What follows belongs to an exercise in optimizing a design on an open flow for small area; a production flow would make more cautious choices.
The RTL was checked by simulation tests, not by an equivalence proof against the original design.
Power figures rest on the tool's default switching activity, not on a simulated workload.

File: config.mk
export PLATFORM = sky130hd
export DESIGN_NAME = vga_kbd_top
export DESIGN_NICKNAME = vga_kbd_top
export VERILOG_FILES = /design/flow/design.v
export SDC_FILE = /design/flow/constraint.sdc
export NUM_CORES = 4
export LEC_CHECK = 0
export CAP_MARGIN = 20
export CORE_MARGIN = 2
export CORE_UTILIZATION = 40
export PLACE_DENSITY = 0.6
export SLEW_MARGIN = 20
File: constraint.sdc
create_clock -name core_clock -period 10.0 [get_ports {clk}]
set_input_delay 2.0000 -clock core_clock [delete_from_list [all_inputs] [get_ports {clk}]]
set_output_delay 2.0000 -clock core_clock [all_outputs]
set_load 0.01 [all_outputs]
File: design.v
module pix_clk(clk,reset,clkdiv4);
input clk, reset;
output clkdiv4;
reg [1:0] counter;
assign clkdiv4=(counter==2'd3);
always@(posedge clk or posedge reset)
begin
    if (reset) counter<=2'd0;
    else 
    begin
        if (counter==2'd3) counter<=2'd0;   
        else        counter<=counter+1;
    end
end
endmodule
module kbd_protocol (reset, clk, ce, ps2clk, ps2data, scancode,flag);
  input        reset, clk, ce, ps2clk, ps2data;
  output [7:0] scancode;
  output flag;
  reg    [7:0] scancode;
  reg    [7:0] ps2clksamples;  
  reg flag;
  always @(posedge clk or posedge reset)
    if (reset) ps2clksamples <= 8'd0;
      else if (ce) ps2clksamples <= {ps2clksamples[7:0], ps2clk};
  wire fall_edge;  
  assign fall_edge = (ps2clksamples[7:4] == 4'hF) & (ps2clksamples[3:0] == 4'h0);
  reg    [9:0] shift;    
  reg    [3:0] cnt;      
  reg          f0;       
  always @(posedge clk or posedge reset)
  begin
    if (reset) 
      begin
        cnt    <= 4'd0;
        scancode <= 8'd0;
        shift    <= 10'd0;
        f0       <= 1'b0;
        flag<=0;
      end  
     else if (ce)
       begin
       flag<=1'd0;
       if (fall_edge)
         begin
           if (cnt == 4'd10)  
             begin
               cnt <= 0;
               if ((shift[0] == 0) && (ps2data == 1) && (^shift[9:1]==1))  
                 begin
                   if (f0)  
                     begin
                       scancode <= shift[8:1];
                       f0 <= 0;
                       flag<=1;
                     end
                    else if (shift[8:1] == 8'hF0) f0 <= 1'b1;
                 end  
             end
            else
             begin
               shift <= {ps2data, shift[9:1]};  
               cnt <= cnt+1;
             end
         end
       end
         end
endmodule
module kbd_decoder(clock,ce,reset,flag,scancode,start_address_out,r,g,b,f,up,char_enable);
input [7:0] scancode;
input flag,clock,ce,reset;
output reg f,r,g,b,char_enable;
output reg [5:0] start_address_out;
output reg [2:0] up;
always @(posedge clock or posedge reset)  
if (reset)
begin
	r<=0;
    g<=0;
    b<=0;
    f<=0;
	char_enable<=0;
    up<=3'b000;
end
else if (ce) begin
    r<=0;
    g<=0;
    b<=0;
    f<=0;
    up<=3'b000;
if(flag)
begin
    case(scancode)
        8'h16: begin  
					start_address_out<=6'b000000; 
					char_enable<=1; 
					end
        8'h1e: begin  
					start_address_out<=6'b010000; 
					char_enable<=1;
					end					
        8'h26: begin  
					start_address_out<=6'b100000; 
					char_enable<=1;
					end
        8'h25: begin  
					start_address_out<=6'b110000 ; 
					char_enable<=1;
					end
        8'h2d: r<=1'b1;  
        8'h34: g<=1'b1;  
        8'h32: b<=1'b1;  
        8'h2b: f<=1'b1;  
        8'h75: up<=3'b100; 
        8'h72: up<=3'b011; 
        8'h6B: up<=3'b001; 
        8'h74: up<=3'b010; 
    endcase
end
else 
    begin
    r<=0;
    g<=0;
    b<=0;
    f<=0;
    up<=3'b000;
    end
end
endmodule
module vgasync(clk,ce,reset,up,hsync,vsync,display_area,line);
input ce,clk,reset;
input [2:0] up;
output hsync,vsync,display_area;
output[3:0] line;
wire hsync,vsync,visible;
reg [9:0] left,right;
reg [8:0] top,down;
reg [9:0] pixel_counter;
reg [8:0] line_counter;
parameter H_FRONT_PORCH = 16 ;
parameter H_SYNC_PULSE = 96 ;
parameter H_BACK_PORCH = 48 ;
parameter H_VISIBLE_PIXELS = 640 ;
parameter H_END=800;
parameter V_FRONT_PORCH = 12 ;
parameter V_SYNC_PULSE = 2 ;
parameter V_BACK_PORCH = 35 ;
parameter V_VISIBLE_LINES = 400 ;
parameter V_END=449;
parameter H_LEFT_BORDER=475; 
parameter H_RIGHT_BORDER=482; 
parameter V_TOP_BORDER=216; 
parameter V_BOTTOM_BORDER=231; 
always @(posedge clk or posedge reset) 
begin
    if (reset)  
    begin
        pixel_counter<=10'd0;
        line_counter<=9'd0;
    end
    else if (ce) begin
    if (pixel_counter==H_END)  
         begin
             pixel_counter<=10'd0;
             if (line_counter==V_END) line_counter<=9'd0;  
             else line_counter<=line_counter+9'd1;  
         end
    else pixel_counter<=pixel_counter+10'd1;  
    end
    end
 always @(posedge clk or posedge reset) 
begin
    if(reset)
    begin
        top<=V_TOP_BORDER;
        left<=H_LEFT_BORDER;
        down<=V_BOTTOM_BORDER;
        right<=H_RIGHT_BORDER;
    end
    else
    begin
        case(up)
         3'b100: begin
                    top<=top-1;
                    down<=down-1;
                    end
         3'b011: begin
                    top<=top+1;
                    down<=down+1;
                        end
         3'b001: begin
                    left<=left-1;
                    right<=right-1;
                       end
         3'b010: begin
                    left<=left+1;
                    right<=right+1;
                       end
        endcase
    end
end 
assign hsync =(pixel_counter>H_FRONT_PORCH-1 && pixel_counter<H_FRONT_PORCH+H_SYNC_PULSE)? 0:1; 
assign vsync =(line_counter>V_FRONT_PORCH-1 && line_counter<V_FRONT_PORCH+V_SYNC_PULSE)? 1:0;  
assign visible= (pixel_counter>H_FRONT_PORCH+H_SYNC_PULSE+H_BACK_PORCH-1 && line_counter>V_FRONT_PORCH+V_SYNC_PULSE+V_BACK_PORCH-1)? 1:0;
assign display_area=(pixel_counter>=left && pixel_counter<= right && line_counter>=top && line_counter<=down)? 1:0;
assign line[3:0]=(line_counter>=top ) ? (line_counter - top):0; 
endmodule
module iterator(line,display,starting_address,address_output);
input [5:0]starting_address;
input [3:0]line;
input display;
output [5:0]address_output;
assign address_output=(display) ? starting_address+line:0;
endmodule
module char_rom(enable,address,data_out);
input [5:0] address;
input enable;
output [7:0] data_out;
assign data_out=   (enable) ?   (address==6'b000000) ? 8'b00011000 : 
								(address==6'b000001) ? 8'b00111000 :		
								(address==6'b000010) ? 8'b01111000 :
								(address==6'b000011) ? 8'b11011000 :
								(address==6'b000100) ? 8'b00011000 :
								(address==6'b000101) ? 8'b00011000 :
								(address==6'b000110) ? 8'b00011000 :
								(address==6'b000111) ? 8'b00011000 :
								(address==6'b001000) ? 8'b00011000 :
								(address==6'b001001) ? 8'b00011000 :
								(address==6'b001010) ? 8'b00011000 :
								(address==6'b001011) ? 8'b00011000 :
								(address==6'b001100) ? 8'b00011000 :
								(address==6'b001101) ? 8'b00011000 :
								(address==6'b001110) ? 8'b11111111 :
								(address==6'b001111) ? 8'b11111111 :
								(address==6'b010000) ? 8'b00111100 :		
								(address==6'b010001) ? 8'b01111110 :
								(address==6'b010010) ? 8'b11000011 :
								(address==6'b010011) ? 8'b11000011 :
								(address==6'b010100) ? 8'b00000011 :
								(address==6'b010101) ? 8'b00000011 :
								(address==6'b010110) ? 8'b00000110 :
								(address==6'b010111) ? 8'b00001100 :
								(address==6'b011000) ? 8'b00011000 :
								(address==6'b011001) ? 8'b00110000 :
								(address==6'b011010) ? 8'b01100000 :
								(address==6'b011011) ? 8'b11000000 :
								(address==6'b011100) ? 8'b11000000 :
								(address==6'b011101) ? 8'b11000000 :
								(address==6'b011110) ? 8'b11111111 :
								(address==6'b011111) ? 8'b01111111 :
								(address==6'b100000) ? 8'b11111111 :		
								(address==6'b100001) ? 8'b11111111 :
								(address==6'b100010) ? 8'b00000011 :
								(address==6'b100011) ? 8'b00000011 :
								(address==6'b100100) ? 8'b00000011 :
								(address==6'b100101) ? 8'b00000011 :
								(address==6'b100110) ? 8'b00000011 :
								(address==6'b100111) ? 8'b01111110 :
								(address==6'b101000) ? 8'b01111110 :
								(address==6'b101001) ? 8'b00000010 :
								(address==6'b101010) ? 8'b00000011 :
								(address==6'b101011) ? 8'b00000011 :
								(address==6'b101100) ? 8'b00000011 :
								(address==6'b101101) ? 8'b00000011 :
								(address==6'b101110) ? 8'b11111111 :
								(address==6'b101111) ? 8'b11111111 :
								(address==6'b110000) ? 8'b11000011 :		
								(address==6'b110001) ? 8'b11000011 :
								(address==6'b110010) ? 8'b11000011 :
								(address==6'b110011) ? 8'b11000011 :
								(address==6'b110100) ? 8'b11000011 :
								(address==6'b110101) ? 8'b11000011 :
								(address==6'b110110) ? 8'b11000011 :
								(address==6'b110111) ? 8'b11111111 :
								(address==6'b111000) ? 8'b11111111 :
								(address==6'b111001) ? 8'b00000011 :
								(address==6'b111010) ? 8'b00000011 :
								(address==6'b111011) ? 8'b00000011 :
								(address==6'b111100) ? 8'b00000011 :
								(address==6'b111101) ? 8'b00000011 :
								(address==6'b111110) ? 8'b00000011 : 
                                                       8'b00000011 : 
								8'b00000000; 
endmodule
module shifter(reset,char_rom_data_out,clk,vga_clk,display_area_enable,one_bit_output);
input [7:0]char_rom_data_out;
input clk,vga_clk,display_area_enable,reset;
output reg one_bit_output;
reg [2:0]counter;
always @(posedge clk or posedge reset)
begin
if (reset)
	begin
		counter<=3'd0;
		one_bit_output<=0;
	end
	else if (vga_clk) begin
	if (display_area_enable==0) 
    begin
    counter<=0;
    one_bit_output<=0;
    end
	else  
		begin  
		if (char_rom_data_out[7-counter]==1) one_bit_output<=1; 
		else one_bit_output<=3'd0;
		counter<=counter+1;
        if (counter==3'd7) counter<=0;
        else counter<=counter+1;
		end
	end
end
endmodule
module coloriser(reset,fpga_clk,vga_clk,display_area,shifter_output,Rin,Gin,Bin,Redout,Greenout,Blueout);
input reset,Rin,Gin,Bin,vga_clk,display_area,fpga_clk;
input shifter_output;
output reg [2:0]  Redout,Greenout,Blueout;
reg [2:0]  Red,Green,Blue;
reg red_up,green_up,blue_up;  
always @(posedge fpga_clk or posedge reset)  
begin
if (reset)
    begin 
	    Red<=3'd0;
		Green<=3'd0;
		Blue<=3'd0;
		red_up<=1;
		green_up<=1;
		blue_up<=1;
    end
else if (vga_clk)
begin
	if (Rin==1)
		begin
			if (red_up==1) 
				begin
					Red<=Red+3'b1;
					if (Red==3'd6) red_up<=0;
				end
			else if (red_up==0) 
				begin
					Red<=Red-3'b1;
					if (Red==3'd1) red_up<=1;
				end
		end
		if (Gin==1)
		begin
			if (green_up==1) 
				begin
					Green<=Green+3'b1;
					if (Green==3'd6) green_up<=0;
				end
			else if (green_up==0) 
				begin
					Green<=Green-3'b1;
					if (Green==3'd1) green_up<=1;
				end
		end
		if (Bin==1)
		begin
			if (blue_up==1) 
				begin
					Blue<=Blue+3'b1;
					if (Blue==3'd6) blue_up<=0;
				end
			else if (blue_up==0) 
				begin
					Blue<=Blue-3'b1;
					if (Blue==3'd1) blue_up<=1;
				end
		end
end
end
always @(posedge fpga_clk)
begin
    if (vga_clk) begin
    if (display_area & shifter_output)
    begin
        Redout<=Red;
        Greenout<=Green;
        Blueout<=Blue;
    end
    else 
    begin 
        Redout<=3'b000;
        Greenout<=3'b000;
        Blueout<=3'b000;
    end
    end
end
endmodule
module bonus(clk,vga_clk,reset,f,vsync,rin,gin,bin,rout,gout,bout);
input clk,reset,vsync,f,vga_clk;
input [2:0] rin,gin,bin;
output [2:0] rout,gout,bout;
reg[6:0] counterv;
reg f_state;
reg [7:0]samples;
wire rising_edge;
always @(posedge clk or posedge reset)
begin
if (reset) samples <= 8'd0;
else if (vga_clk) samples <= {samples[7:0], vsync};
end
    assign rising_edge = (samples[7:4] == 4'h0) & (samples[3:0] == 4'hF);
always @(posedge clk or posedge reset )
begin
    if(reset)
    begin
        counterv<=7'd0;
        f_state<=1'd0;
    end
    else if (vga_clk)
    begin
        if(f==1'b1)  f_state<=~f_state;
        else if(rising_edge)
        begin
            if(counterv==127) counterv<=7'd0;
            else if(counterv<127) counterv<=counterv+1'd1;
        end
   end
end
assign rout =(f_state )? (counterv<63)? rin:3'b000:rin;
assign gout =(f_state )? (counterv<63)? gin:3'b000:gin;
assign bout =(f_state )? (counterv<63)? bin:3'b000:bin;
endmodule
module vga_kbd_top(reset,clk,ps2clk,ps2data,hsync,vsync, Red, Green, Blue);
input reset,clk;
input ps2clk,ps2data;
output hsync,vsync;
output [2:0]Red,Green,Blue;
wire [7:0]scancode,data_out;
wire clkdiv4,display_area,flag,char_enable;
wire [5:0] start_address_out,address_output;
wire one_bit_output,r,g,b,fv;
wire [3:0]line;
wire[2:0] r1,g1,b1,up;
pix_clk pix (clk,reset,clkdiv4);
kbd_protocol kbdp (reset, clk, clkdiv4, ps2clk, ps2data, scancode,flag);
kbd_decoder kbdd (clk,clkdiv4,reset,flag,scancode,start_address_out,r,g,b,fv,up,char_enable);
vgasync syn (clk,clkdiv4,reset,up,hsync,vsync,display_area,line);
iterator ite(line,display_area,start_address_out,address_output);
char_rom chr (char_enable,address_output,data_out);
shifter shf (reset,data_out,clk,clkdiv4,display_area,one_bit_output);
coloriser clr (reset,clk,clkdiv4,display_area,one_bit_output,r,g,b,r1,g1,b1);
bonus bns (clk,clkdiv4,reset,fv,vsync,r1,g1,b1,Red,Green,Blue);
endmodule
File: run.sh
#!/bin/bash
# synth_recipe.tcl (not shown) runs the flow's synth.tcl, then flattens the netlist and writes it again
# the make line also repeats each setting of config.mk as NAME=value (left out here)
make -C /OpenROAD-flow-scripts/flow DESIGN_CONFIG=/design/flow/config.mk WORK_HOME=/design/flow/orfs CLKGATE_MAP_FILE= SYNTH_SCRIPT=/design/flow/synth_recipe.tcl finish
==> results.txt <==
cell families after synthesis:
group	synth area share
simple gates	0.151
flops	0.406
fa+ha+maj	0.140
mux	0.0487
buf+inv	0.0473
compound gates	0.134
xor+xnor	0.0732
power groups by stage:
stage	clock network [W]	registers [W]	logic (W)
finish	0.000645	0.000583	0.0000138
global placement	0	0.000594	0.0000149
detailed placement	0	0.000594	0.0000150
CTS	0.000660	0.000583	0.0000150
global route	0.000687	0.000583	0.0000166
floorplan	0	0.000593	0.00000943
registers in the layout, summed over array words and instances (netlist names), 4 cells and up:
name,count
bns.counterv,7
bns.samples,8
kbdp.cnt,4
kbdp.ps2clksamples,8
kbdp.scancode,8
kbdp.shift,10
syn.down,9
syn.left,10
syn.line_counter,9
syn.pixel_counter,10
syn.right,10
syn.top,9
layer usage:
layer  GRT usage  vias to the layer above  share of wire  routed length, µm
met3      0.0296                       20          0.024                406
li1            -                     3293              -                  -
met4      0.0446                        0          0.012                211
met2       0.251                       85           0.47               8160
met5           0                        -              0                  0
met1       0.214                     3075           0.49               8480
metrics by stage:
stage / total power [W] / instance area, µm² / hold slack [ns] / cells / utilization
after global routing: 0.00129 / 10000 / 0.464 / 1238 / 0.457
after detailed placement: 0.000609 / 9390 / 0.433 / 1206 / 0.429
after global placement: 0.000609 / 9380 / 0.419 / 1206 / 0.429
after floorplan: 0.000603 / 8960 / 0.403 / 937 / -
final: 0.00124 / 10000 / 0.444 / 1238 / 0.457
after CTS: 0.00126 / 9990 / 0.446 / 1238 / 0.456
area by class of cell:
| class | instances | share of cell area |
|---|---|---|
| inverters | 83 | 0.0317 |
| multi-input cells | 683 | 0.492 |
| flip-flops and latches | 142 | 0.364 |
| well taps | 280 | 0.0350 |
| clock buffers | 17 | 0.0426 |
| clock inverters | 15 | 0.0174 |
| repair buffers | 18 | 0.0170 |
worst max path at each step:
| stage | from | to | slack [ns] |
|---|---|---|---|
| floorplan | reset | bns.counterv[0]$_DFFE_PP0P_ | 4.54 |
| global placement | syn.line_counter[4]$_DFFE_PP0P_ | vsync | 5.91 |
| detailed placement | syn.line_counter[4]$_DFFE_PP0P_ | vsync | 5.88 |
| CTS | syn.line_counter[4]$_DFFE_PP0P_ | vsync | 5.42 |
| global route | syn.line_counter[1]$_DFFE_PP0P_ | vsync | 5.31 |
| finish | syn.line_counter[4]$_DFFE_PP0P_ | vsync | 5.51 |
cell usage in the layout, fill, tap and decap left out, types with 4 or more instances in the layout:
master / synthesis / routed
sky130_fd_sc_hd__a211oi_1: 6 / 6
sky130_fd_sc_hd__nor4_1: 6 / 5
sky130_fd_sc_hd__fa_1: 5 / 5
sky130_fd_sc_hd__and2_1: 9 / 9
sky130_fd_sc_hd__dfrtp_1: 106 / 106
sky130_fd_sc_hd__inv_1: 83 / 82
sky130_fd_sc_hd__clkinv_4: 0 / 4
sky130_fd_sc_hd__xnor2_1: 45 / 44
sky130_fd_sc_hd__ha_1: 92 / 91
sky130_fd_sc_hd__nand2b_1: 14 / 14
sky130_fd_sc_hd__clkbuf_16: 0 / 17
sky130_fd_sc_hd__o21ai_0: 72 / 72
sky130_fd_sc_hd__nor2b_1: 6 / 6
sky130_fd_sc_hd__nand3_1: 18 / 18
sky130_fd_sc_hd__buf_4: 0 / 4
sky130_fd_sc_hd__inv_6: 0 / 6
sky130_fd_sc_hd__dfstp_2: 25 / 25
sky130_fd_sc_hd__a31oi_1: 15 / 14
sky130_fd_sc_hd__edfxtp_1: 11 / 11
sky130_fd_sc_hd__o21bai_1: 13 / 13
sky130_fd_sc_hd__o31ai_1: 4 / 4
sky130_fd_sc_hd__nor3_1: 19 / 19
sky130_fd_sc_hd__nand4_1: 22 / 22
sky130_fd_sc_hd__nor2_1: 64 / 64
sky130_fd_sc_hd__mux2i_1: 11 / 11
sky130_fd_sc_hd__xor2_1: 28 / 28
sky130_fd_sc_hd__o41ai_1: 4 / 4
sky130_fd_sc_hd__clkdlybuf4s50_1: 0 / 14
sky130_fd_sc_hd__a21o_1: 12 / 12
sky130_fd_sc_hd__nand2_1: 84 / 83
sky130_fd_sc_hd__a21oi_1: 45 / 45
sky130_fd_sc_hd__mux2_2: 29 / 29
sky130_fd_sc_hd__and3_1: 12 / 12
==> results.txt <==
top cells by area, synth=sky130_fd_sc_hd__dfrtp_1 30%, sky130_fd_sc_hd__ha_1 13%, sky130_fd_sc_hd__dfstp_2 7.3%; largest net degree at the start of global routing=70; endpoint of the worst-slack reg-to-reg timing path=syn.top[8]$_DFFE_PP0P_; number of H-tree levels=4; buffers plus inverters on the worst setup path=1; number of iterations in the first detailed-routing pass=5; Power Density=124 nW/µm²; Max stage delay on crit path=approximately 0.62 ns; maximum net fanout on the critical path=7; total of flip-flops plus latches after synthesis=142; global-route wire length before repair=30700 µm; DRC Markers=0; buffer depth of the longest clock path=2; layout filler cell count=about 2100; dominant cell type by area after synthesis=sky130_fd_sc_hd__dfrtp_1; crit start category=register; list of most frequent post-synthesis cells=106 x sky130_fd_sc_hd__dfrtp_1, 92 x sky130_fd_sc_hd__ha_1, 84 x sky130_fd_sc_hd__nand2_1; area used by multi-input combinational logic=~4900 µm²; Area growth, synth to finish=11.6%; TritonCTS clock tree=yes; clock-pin transition on the worst setup and hold timing paths=roughly 0.060 ns; final global-route overflow total=0; cell family contributing the most delay on the critical path=simple AND/OR/NAND/NOR gates; setup repair after global routing missed its margin=false; largest voltage drop on the vdd net=roughly 0.11 mV; final setup violation count=0; Net Sw Power=around 0.00028 W; critical-path cell list=or4_1 > nor4b_1 > clkdlybuf4s50_1; effective utilization at floorplan=0.409; total number of placement rows=54; number of global-route vias before repair=6367; Max stage delay cell, worst path=sky130_fd_sc_hd__clkdlybuf4s50_1; fin crit share=0.449; r2r startpoint=kbdd.up[0]$_DFFE_PP0P_; hold buffers post-CTS=0; minimum setup slack in the final design=5.51 ns; Placer Congestion=slightly above 0.8; fraction of layout instances using a drive strength above 1=0.109; Die Outline Area=23600 µm²; count of input and output buffers=14; Fin. Hold Viols=0; Reg power frac=0.470; Worst Hold Depth=1; count of clock tree sinks=between 100 and 150; number of enable flip-flop cells after synthesis=11; number of gates resized after CTS=0; initial antenna violation count=0; Total Wirelength=between 15000 and 20000 µm; Total Negative Setup Slacks=0 ns; setup slack of the worst register-to-register path=roughly 6.5 ns; average wire per standard cell=13.9 µm; share of synthesized area occupied by flip-flops and latches=0.406; most numerous cell in the Yosys netlist=sky130_fd_sc_hd__dfrtp_1; Netlist Area Pre-Place=8960 µm²; top flip-flop cell by instance count after synthesis=sky130_fd_sc_hd__dfrtp_1; Chip Width=roughly 150 µm; total half-perimeter wirelength after legalization and detailed placement=about 12000 µm; number of distinct library cells after synthesis=between 60 and 70; Ports=15; cell count along the critical path=3; net count of the finished layout=~1000; part of the total power dissipated in the clock network=0.519; portion of total power attributed to combinational logic=0.011; worst setup timing slack at the placement stage=a little under 6 ns; remaining number of nets flagged by the antenna check after routing=0; number of antenna cells inserted=0; classification of the worst-slack hold path=reg2reg; ys async rst share=0.923; cell-internal power=around 0.00096 W; via density per instance=between 5 and 6; destination of the worst hold path=pix.counter[0]$_DFF_PP0_; critical path endpoint category=primary output; Final Slew Violations=0; CP required=8.00 ns; actual slew at the worst max-slew pin=between 0.8 and 0.9 ns; net count after synthesis=around 1000; total via count after detailed routing=6473; min cycle time layout=4.49 ns; tightest slew margin relative to the limit=0.413; clock latency of the later-clocked register in the worst-skew pair=between 0.4 and 0.5 ns; worst hold path startpoint=pix.counter[0]$_DFF_PP0_; Core Box Area=between 20000 and 25000 µm²; reported max-cap violation count=0; net switching share of the total power=0.227; Static Leak=4.41 nW; area share of the largest cell type after synthesis=0.296; CTS Buf Count=17; R2R cell count=13; DRC marker count from the first detailed-route iteration=approximately 360; # Post-CTS Setup Buffers=0; synthesized area per cell=around 9.6 µm²; Die Height=between 150 and 200 µm; FF/Latch Area=3640 µm²; post-synthesis instance total=about 940; Tot GR Track Use=0.156; clk_skew=0.0129 ns; result of the run=complete, no violations; maximum achievable frequency=~220 MHz; clock root buffer master=sky130_fd_sc_hd__clkbuf_16; number of warnings reported in the yosys synthesis log=7; category of the most critical setup path=reg2out; critical path arrival=about 2.5 ns

port drivers added, routing unchanged:
Ports are ideal in the flow. The routed layout listed here was re-timed in OpenROAD. Step 1 sets driving cells, clkbuf_16 on the clock port and buf_2 on the other inputs (assumed; they add their load-dependent delay and slew). Step 2 times the ports against the registers' clock, not the clock port: input delays grow and output delays shrink by t, the midpoint of the rising clock arrivals with the driver on. Three values: ideal, step 1, step 2; two values: the first two.
t, ns: 0.464
setup WS [ns]: 5.505 / 5.463 / 5.926
slew at the worst register clock pin (ns): 0.07 / 0.07
After both steps this run still meets setup and hold. The setup slack of this run moves by -0.042 ns with the drivers and by +0.421 ns with both steps.
